Source: an optimization exercise on an open RTL-to-GDS flow (aim: small area). Production flows keep margins and buffers that such runs may drop.
The RTL was checked by simulation tests, not by an equivalence proof against the original design.
Power figures rest on the tool's default switching activity, not on a simulated workload.

==> inputs of job 2051 <==
==> flow/design.v <==
`default_nettype none
module calculator (input CLOCK_50,
                   input RESET,
                   input KEYPRESSED,
                   input [3:0] KEYCODE,
                   input [3:0] KEY,
                   output [0:6] HEX0, HEX1, HEX2, HEX3, HEX4, HEX5, HEX6, HEX7
                   );
	wire clk = CLOCK_50;
	wire rst = RESET;
	localparam S_START = 3'd0, S_OPA = 3'd1, S_OPAN = 3'd2, S_OPRND = 3'd3,
	           S_OPB = 3'd4, S_OPBN = 3'd5, S_RES = 3'd6;
	localparam P_IDLE = 2'd0, P_COMP = 2'd1, P_FIX = 2'd2, P_EMIT = 2'd3;
	reg        kp_l;
	reg [3:0]  key_l;
	reg [2:0]  state;
	reg [31:0] X;
	reg [12:0] Y;
	reg [15:0] R;
	reg [12:0] mem;
	reg [1:0]  op;
	reg [1:0]  ph;
	reg [2:0]  cnt;
	reg        neg, adj;
	wire ks   = KEYPRESSED & ~kp_l;
	wire [3:0] pb = key_l & ~KEY;
	wire dig  = ks & (KEYCODE < 4'd10);
	wire rin  = ks & (KEYCODE == 4'd10);
	wire exin = ks & (KEYCODE == 4'd11);
	wire opin = ks & (KEYCODE > 4'd11);
	wire sub  = ks & (KEYCODE == 4'd14);
	wire bk = pb[0], ms = pb[1], mr = pb[2], mc = pb[3];
	always @(posedge clk) begin
		kp_l  <= KEYPRESSED;
		key_l <= KEY;
	end
	reg [2:0] nstate;
	always @(*) begin
		nstate = state;
		case (state)
			S_START: begin
				if (sub) nstate = S_OPAN;
				if (dig | mr) nstate = S_OPA;
			end
			S_OPA: begin
				if (opin) nstate = S_OPRND;
				if (rin) nstate = S_START;
			end
			S_OPAN: begin
				if (sub | bk) nstate = S_START;
				if (dig | mr) nstate = S_OPA;
				if (rin) nstate = S_START;
			end
			S_OPRND: begin
				if (sub) nstate = S_OPBN;
				if (dig) nstate = S_OPB;
				if (rin) nstate = S_START;
			end
			S_OPB: begin
				if (exin) nstate = S_RES;
				if (rin) nstate = S_START;
			end
			S_OPBN: begin
				if (sub | bk) nstate = S_OPRND;
				if (dig | mr) nstate = S_OPB;
				if (rin) nstate = S_START;
			end
			S_RES: begin
				if (rin) nstate = S_START;
			end
			default: ;
		endcase
	end
	always @(posedge clk)
		state <= rst ? S_START : nstate;
	wire st_start = state == S_START;
	wire st_opa   = state == S_OPA;
	wire st_opan  = state == S_OPAN;
	wire st_oprnd = state == S_OPRND;
	wire st_opb   = state == S_OPB;
	wire st_opbn  = state == S_OPBN;
	wire st_res   = state == S_RES;
	wire x_mem   = mr & (st_start | st_opa | st_opan | st_opb | st_opbn);
	wire x_bksp  = ((st_opa | st_opb) & bk) | ((st_opan | st_opbn) & (sub | bk));
	wire x_load  = (st_start & (sub | dig) & ~mr) | ((st_opa | st_opb | st_opan | st_opbn) & dig)
	             | (st_oprnd & (sub | dig));
	wire x_clear = st_start & ~mr & ~sub & ~dig;
	wire load_op = st_opa & opin;
	wire execute = st_opb & exin;
	function [3:0] cln;         
		input [3:0] d;
		cln = (d[3] & d[2]) ? 4'd0 : d;
	endfunction
	function [3:0] n9;          
		input [3:0] d;
		n9 = 4'd9 - d;
	endfunction
	function [4:0] bcdadd;      
		input [3:0] a, b;
		input c;
		reg [4:0] s;
		begin
			s = a + b + c;
			if (s > 5'd9) bcdadd = {1'b1, s[3:0] + 4'd6};
			else          bcdadd = {1'b0, s[3:0]};
		end
	endfunction
	function [3:0] inc10;
		input [3:0] d;
		inc10 = (d == 4'd9) ? 4'd0 : d + 4'd1;
	endfunction
	wire [3:0] L0 = Y[3:0], L1 = Y[7:4], L2 = Y[11:8];
	wire [11:0] M = {cln(X[11:8]), cln(X[7:4]), cln(X[3:0])};
	wire sa = Y[12] | (L2 == 4'hE) | (L1 == 4'hE) | (L0 == 4'hE);
	wire sb = (X[15:12] == 4'hE) | (X[11:8] == 4'hE) | (X[7:4] == 4'hE) | (X[3:0] == 4'hE);
	wire bzero = (M == 12'd0);
	wire [1:0] eop = execute ? (op[1] ? {1'b1, op[0] & ~bzero} : {1'b0, sa ^ sb ^ op[0]}) : op;
	wire comp  = execute | (ph == P_COMP);
	wire fix   = (ph == P_FIX);
	wire mulm  = (eop == 2'b10);
	wire divm  = (eop == 2'b11);
	wire effsub = ~eop[1] & eop[0];
	wire subm = fix | divm | effsub;
	wire cin  = ~fix & (divm | effsub);
	wire [15:0] Mop = subm ? {4'd9, n9(M[11:8]), n9(M[7:4]), n9(M[3:0])} : {4'd0, M};
	wire [4:0] a0 = bcdadd(R[3:0],   Mop[3:0],   cin);
	wire [4:0] a1 = bcdadd(R[7:4],   Mop[7:4],   a0[4]);
	wire [4:0] a2 = bcdadd(R[11:8],  Mop[11:8],  a1[4]);
	wire [4:0] a3 = bcdadd(R[15:12], Mop[15:12], a2[4]);
	wire [15:0] sum = {a3[3:0], a2[3:0], a1[3:0], a0[3:0]};
	wire cout = a3[4];
	wire [11:0] Yinc = {(L0 == 4'd9 && L1 == 4'd9) ? L2 + 4'd1 : L2,
	                    (L0 == 4'd9) ? inc10(L1) : L1,
	                    inc10(L0)};
	wire emph = (ph == P_EMIT);
	wire seen = ~X[3] | (~X[2] & ~X[1]);
	wire c0 = (cnt == 3'd0), c3 = (cnt == 3'd3), c6 = (cnt == 3'd6);
	wire [3:0] K = X[31:28];                        
	wire Knz = (K != 4'd0);
	wire rnz = (R[11:0] != 12'd0);
	wire mul_add = comp & mulm & Knz & ~c0;
	wire div_add = comp & divm & cout;
	wire rot_c   = comp & ~mul_add & ~div_add & ~c3;
	wire fin     = comp & ~mul_add & ~div_add & c3;
	wire fin_adj = fin & divm & adj & rnz;
	wire fin_as  = fin & ~eop[1];
	wire as_neg  = fin_as & effsub & ~cout;
	wire divop = (op == 2'b11);
	wire rr    = emph & divop & c3;                       
	wire [3:0] t = (adj & (cnt[2] | c3)) ? n9(L2) : L2;
	wire tz    = (t == 4'd0);
	wire last  = (divop & (cnt == 3'd2)) | c6;
	wire ehold = emph & neg & ~seen & ~tz & ~rr;    
	wire erot  = emph & ~ehold;
	wire emitd = seen | ~tz | last;
	wire emit  = ehold | (erot & (rr | emitd));
	wire [3:0] ch = ehold ? 4'hE : rr ? 4'hA : t;
	wire [3:0] wb = emitd ? t : 4'hF;
	wire rot   = rot_c | erot;
	wire sumR  = mul_add | div_add | fin_adj | fin_as | fix;
	wire incY  = (mul_add & cout) | div_add | fin_adj;
	wire [3:0] r0src = comp ? (mulm ? 4'd0 : cln(L2)) : (cnt[2] | c3) ? 4'd0 : wb;
	always @(posedge clk) begin
		R <= ({16{sumR}} & sum) | ({16{rot}} & {R[11:0], r0src}) | ({16{~sumR & ~rot}} & R);
		if (rst)                      ph <= P_EMIT;    
		else if (execute)             ph <= P_COMP;
		else if (fin_adj | as_neg)    ph <= P_FIX;
		else if (fin | fix)           ph <= P_EMIT;
		else if (erot & c6)           ph <= P_IDLE;
		if (rst | fin | (erot & c6))  cnt <= 3'd0;
		else if (rot)                 cnt <= cnt + 3'd1;
		if (rst)                      neg <= 1'b0;
		else if (execute)             neg <= op[1] ? (sa ^ sb) : sa;
		else if (as_neg)              neg <= ~neg;
		else if (ehold | rr)          neg <= 1'b0;
		if (execute)                  adj <= divm & sa;
		else if (fin & divm)          adj <= adj & rnz;
		else if (as_neg)              adj <= 1'b1;
		else if (erot & c6)           adj <= 1'b0;
		if (load_op)                  op <= ~KEYCODE[1:0];
		else if (execute)             op <= eop;
	end
	wire ldm  = x_mem & ~execute;
	wire shr  = x_bksp & ~x_mem & ~execute;
	wire shl  = x_load & ~x_mem & ~x_bksp;
	wire clrX = rst | x_clear | load_op | fin;
	wire x2e  = (X[11:8] == 4'hE);
	wire shlo = shl | emit;                         
	wire sh3  = (shl & x2e) | emit;                 
	wire hold_lo = ~ldm & ~shr & ~shlo;
	wire hold_3  = ~ldm & ~shr & ~sh3;
	wire [3:0] ins = emit ? ch : KEYCODE;
	wire [15:0] xpre =
		  ({16{ldm}} & {3'b111, ~mem[12], mem[11:0]})
		| ({16{shr}} & {4'hF, X[15:4]})
		| ({{4{sh3}}, {12{shlo}}} & {X[11:0], ins})
		| ({{4{hold_3}}, {12{hold_lo}}} & X[15:0]);
	always @(posedge clk) begin
		if (clrX) X <= 32'hFFFFFFFF;
		else begin
			if (emit)         X[31:16] <= X[27:12];
			else if (rot_c)   X[31:28] <= cln(L2);
			else if (mul_add) X[31:28] <= K - 4'd1;
			X[15:0] <= xpre;
		end
		if (load_op)    Y <= {~xpre[12], xpre[11:0]};
		else if (incY)  Y[11:0] <= Yinc;
		else if (rot)   Y[11:0] <= {Y[7:0], R[15:12]};
		if (rst | mc) mem <= 13'h0FF0;
		else if (ms)  mem <= memd;
	end
	wire mres = st_res & ~divop;
	wire mdiv = st_res & divop;
	wire [11:0] mx = {X[11:9], X[8] | (mres & X[11] & X[10] & X[9]),
	                  X[7:5],  X[4] | (mres & X[7] & X[6] & X[5]),
	                  X[3:1],  X[0] | (mres & X[3] & X[2] & X[1])};
	wire [12:0] memd = {~X[12] & ~st_res, ({12{mdiv}} & Y[11:0]) | ({12{~mdiv}} & mx)};
	function [0:6] seg;
		input [3:0] s;
		begin
			seg[0] = (s[2] & ~s[1] & ~s[0]) | (s[3] & s[1]) | (~s[3] & ~s[2] & ~s[1] & s[0]);
			seg[1] = (s[2] & ~s[1] & s[0]) | (s[2] & s[1] & ~s[0]) | (s[3] & s[1]);
			seg[2] = (~s[2] & s[1] & ~s[0]) | (s[3] & s[1]);
			seg[3] = (~s[2] & ~s[1] & s[0]) | (s[2] & ~s[1] & ~s[0]) | (s[2] & s[1] & s[0]) | (s[3] & s[1]);
			seg[4] = s[0] | (s[2] & ~s[1]) | (s[3] & s[2]);
			seg[5] = (s[1] & s[0]) | (~s[2] & s[1]) | (s[3] & s[1]) | (~s[3] & ~s[2] & s[0]);
			seg[6] = (s[2] & s[1] & s[0]) | (~s[3] & ~s[2] & ~s[1]);
		end
	endfunction
	assign HEX0 = seg(X[3:0]);
	assign HEX1 = seg(X[7:4]);
	assign HEX2 = seg(X[11:8]);
	assign HEX3 = seg(X[15:12]);
	assign HEX4 = seg(X[19:16]);
	assign HEX5 = seg(X[23:20]);
	assign HEX6 = seg(X[27:24]);
	assign HEX7 = seg(X[31:28]);
endmodule
==> flow/flow/run.sh <==
#!/bin/bash
# The standard layout (standard.sh), with these changes:
#  - synthesis maps the logic with an area-oriented ABC script (flow/abc_area.script)
#    instead of ORFS's; everything else in synthesis is unchanged, so the registers are
#    the standard synthesis's;
#  - synthesis leaves adders to ABC instead of mapping them to half/full adder cells
#    first (ADDER_MAP_FILE empty);
#  - the ports are buffered with the smallest buffer cell (buf_1);
#  - clock tree synthesis adds no dummy loads.
set -euo pipefail
here=$(pwd)
rm -rf "$here/orfs_scripts"
cp -r "$FLOW_HOME/scripts" "$here/orfs_scripts"
cp "$here/flow/abc_area.script" "$here/orfs_scripts/abc_area.script"
export SCRIPTS_DIR="$here/orfs_scripts"
export ADDER_MAP_FILE=
export BUFFER_PORTS_ARGS="-buffer_cell sky130_fd_sc_hd__buf_1"
export CTS_ARGS="-sink_clustering_enable -repair_clock_nets -buf_list sky130_fd_sc_hd__clkbuf_8 -dont_use_dummy_load"
bash standard.sh > "$here/standard_flow.log" 2>&1
==> flow/flow/abc_area.script <==
strash
dch -f
amap
&get -n
&deepsyn -I 4 -T 40
&put
dch -f
amap
topo
==> flow/standard.sh <==
#!/bin/bash
# synth_recipe.tcl (not shown) runs the flow's synth.tcl, then flattens the netlist and writes it again
# the make line also repeats each setting of config.mk as NAME=value (left out here)
make -C /OpenROAD-flow-scripts/flow DESIGN_CONFIG=/design/flow/config.mk WORK_HOME=/design/flow/orfs CLKGATE_MAP_FILE= SYNTH_SCRIPT=/design/flow/synth_recipe.tcl "${@:-finish}"
==> flow/config.mk <==
export PLATFORM = sky130hd
export DESIGN_NAME = calculator
export DESIGN_NICKNAME = calculator
export VERILOG_FILES = /design/flow/design.v
export SDC_FILE = /design/flow/constraint.sdc
export NUM_CORES = 4
export LEC_CHECK = 0
export ABC_AREA = 1
export CAP_MARGIN = 20
export CORE_MARGIN = 2
export CORE_UTILIZATION = 40
export CTS_BUF_LIST = sky130_fd_sc_hd__clkbuf_8
export SLEW_MARGIN = 20
==> flow/constraint.sdc <==
create_clock -name core_clock -period 50.0 [get_ports {CLOCK_50}]
set_input_delay 10.0000 -clock core_clock [delete_from_list [all_inputs] [get_ports {CLOCK_50}]]
set_output_delay 10.0000 -clock core_clock [all_outputs]
set_load 0.01 [all_outputs]
==> job 6385 (differences from job 2051) <==
--- a/flow/design.v
+++ b/flow/design.v
@@ -33,4 +33,4 @@
 	always @(posedge clk) begin
-		kp_l  <= KEYPRESSED;
-		key_l <= KEY;
+		kp_l  <= rst ? 1'b0 : KEYPRESSED;
+		key_l <= rst ? 4'hF : KEY;
 	end
--- a/flow/flow/run.sh
+++ b/flow/flow/run.sh
@@ -7,4 +7,3 @@
 #    first (ADDER_MAP_FILE empty);
-#  - the ports are buffered with the smallest buffer cell (buf_1);
-#  - clock tree synthesis adds no dummy loads.
+#  - the ports are buffered with the smallest buffer cell (buf_1).
 set -euo pipefail
@@ -17,3 +16,2 @@
 export BUFFER_PORTS_ARGS="-buffer_cell sky130_fd_sc_hd__buf_1"
-export CTS_ARGS="-sink_clustering_enable -repair_clock_nets -buf_list sky130_fd_sc_hd__clkbuf_8 -dont_use_dummy_load"
 bash standard.sh > "$here/standard_flow.log" 2>&1
==> flow/flow/abc_area.script (replaced) <==
strash
dch -f
amap
&get -n
&deepsyn -T 150
&put
dch -f
amap
topo
==> job 9331 (differences from job 2051) <==
--- a/flow/design.v
+++ b/flow/design.v
@@ -233,6 +233,18 @@
 	assign HEX3 = seg(X[15:12]);
-	assign HEX4 = seg(X[19:16]);
-	assign HEX5 = seg(X[23:20]);
-	assign HEX6 = seg(X[27:24]);
-	assign HEX7 = seg(X[31:28]);
+	function [0:6] segnr;
+		input [3:0] s;
+		begin
+			segnr[0] = (s[2] & ~s[1] & ~s[0]) | (s[3] & s[1]) | (~s[3] & ~s[2] & ~s[1] & s[0]);
+			segnr[1] = ~((~s[1] & ~s[0]) | ~s[2] | (~s[3] & s[1] & s[0]));
+			segnr[2] = (~s[2] & s[1] & ~s[0]) | (s[3] & s[1]);
+			segnr[3] = ~((~s[2] & ~s[0]) | (~s[2] & s[1]) | (s[2] & ~s[1] & s[0]) | (~s[3] & s[1] & ~s[0]));
+			segnr[4] = ~((~s[2] & ~s[0]) | (~s[3] & s[1] & ~s[0]));
+			segnr[5] = (s[1] & s[0]) | (~s[2] & s[1]) | (s[3] & s[1]) | (~s[3] & ~s[2] & s[0]);
+			segnr[6] = (s[2] & s[1] & s[0]) | (~s[3] & ~s[2] & ~s[1]);
+		end
+	endfunction
+	assign HEX4 = segnr(X[19:16]);
+	assign HEX5 = segnr(X[23:20]);
+	assign HEX6 = segnr(X[27:24]);
+	assign HEX7 = {6'b111111, X[28]};
 endmodule
==> flow/flow/abc_area.script (replaced) <==
strash
dch -f
amap
&get -n
&deepsyn -T 150
&put
dch -f
amap
topo
GPL_TIMING_DRIVEN = 0   (was unset)
==> summary of the runs <==
Via count, highest first: job 6385, job 2051, job 9331. The lowest core utilization belongs to job 9331, the highest to job 6385. The lowest non-clock buffer count belongs to job 9331, the highest to job 2051. In sequential cell count, job 9331 and job 2051 do not differ. Count of clock-buffer cells in the layout is the same in job 9331 and job 2051. Total power: job 9331 < job 2051 < job 6385. The highest clock power belongs to job 6385, the lowest to job 2051. The highest worst setup slack belongs to job 2051, the lowest to job 9331.
==> figures <==
metric	job 9331	job 6385	job 2051
Result of the run	complete, no violations	complete, no violations	complete, no violations
GRT met1 Usage	0.3248	0.3279	0.3256
Hold-critical path endpoint	mem[12]$_SDFFE_PP0P_	mem[12]$_SDFFE_PP0P_	mem[3]$_SDFFE_PP0P_
Metal3 WL	1026 µm	1781 µm	1451 µm
ClkCell Share	0.01916	0.02766	0.01920
Fin crit share	0.4249	0.4050	0.4013
Flop-to-flop setup slack	37.98 ns	39.21 ns	38.47 ns
Number of detailed-routing iterations run before antenna repair	5	5	9
Slew Limit Headroom	0.2798	0.3110	0.1847
Arrival time reported for the critical path endpoint	21.51 ns	20.50 ns	20.34 ns
Hold WS	0.4702 ns	0.4872 ns	0.4766 ns
Standard cell core area	14420 µm²	14420 µm²	14370 µm²
Drt initial violations	482	625	751
Total power per unit cell area	44.82 nW/µm²	61.25 nW/µm²	55.03 nW/µm²
Starting density of the core	0.4048	0.4062	0.4037
Sequential power share	0.375	0.291	0.331
Layout overhead on the synthesized area	10.73%	11.94%	11.20%

## afterwards: timing with drivers on the ports
In the flow no input, the clock included, has a driving cell. The finished layouts below were timed again as built, in two steps.
Step 1 (the two cells are an assumption about what drives the block):
set clk [get_ports {CLOCK_50}]
set_driving_cell -lib_cell sky130_fd_sc_hd__clkbuf_16 $clk
set_driving_cell -lib_cell sky130_fd_sc_hd__buf_2 [delete_from_list [all_inputs] $clk]
Step 2 moves the port delays by t, midway between the first and last clock arrival at a register: inputs arrive t later, outputs are due t later. That takes back most of the time a late clock gives input paths.
a / b / c = no drivers / after step 1 / after step 2; a / b = the first two.
run	shift t [ns]	slack for setup (ns)	hold WS [ns]	latest minus earliest clock arrival (ns)	pins driven straight from the clock port
job 2051	0.410	29.936 / 29.956 / 29.546	0.477 / 0.477 / 0.477	0.036 / 0.036	1
job 6385	0.420	29.752 / 29.765 / 29.345	0.487 / 0.487 / 0.487	0.020 / 0.020	1
job 9331	0.413	28.756 / 28.770 / 28.357	0.470 / 0.470 / 0.470	0.040 / 0.041	1
After both steps every run listed still meets setup and hold. For job 6385, which loses most, drivers alone change the setup slack by +0.013 ns; drivers and shift together by -0.407 ns.
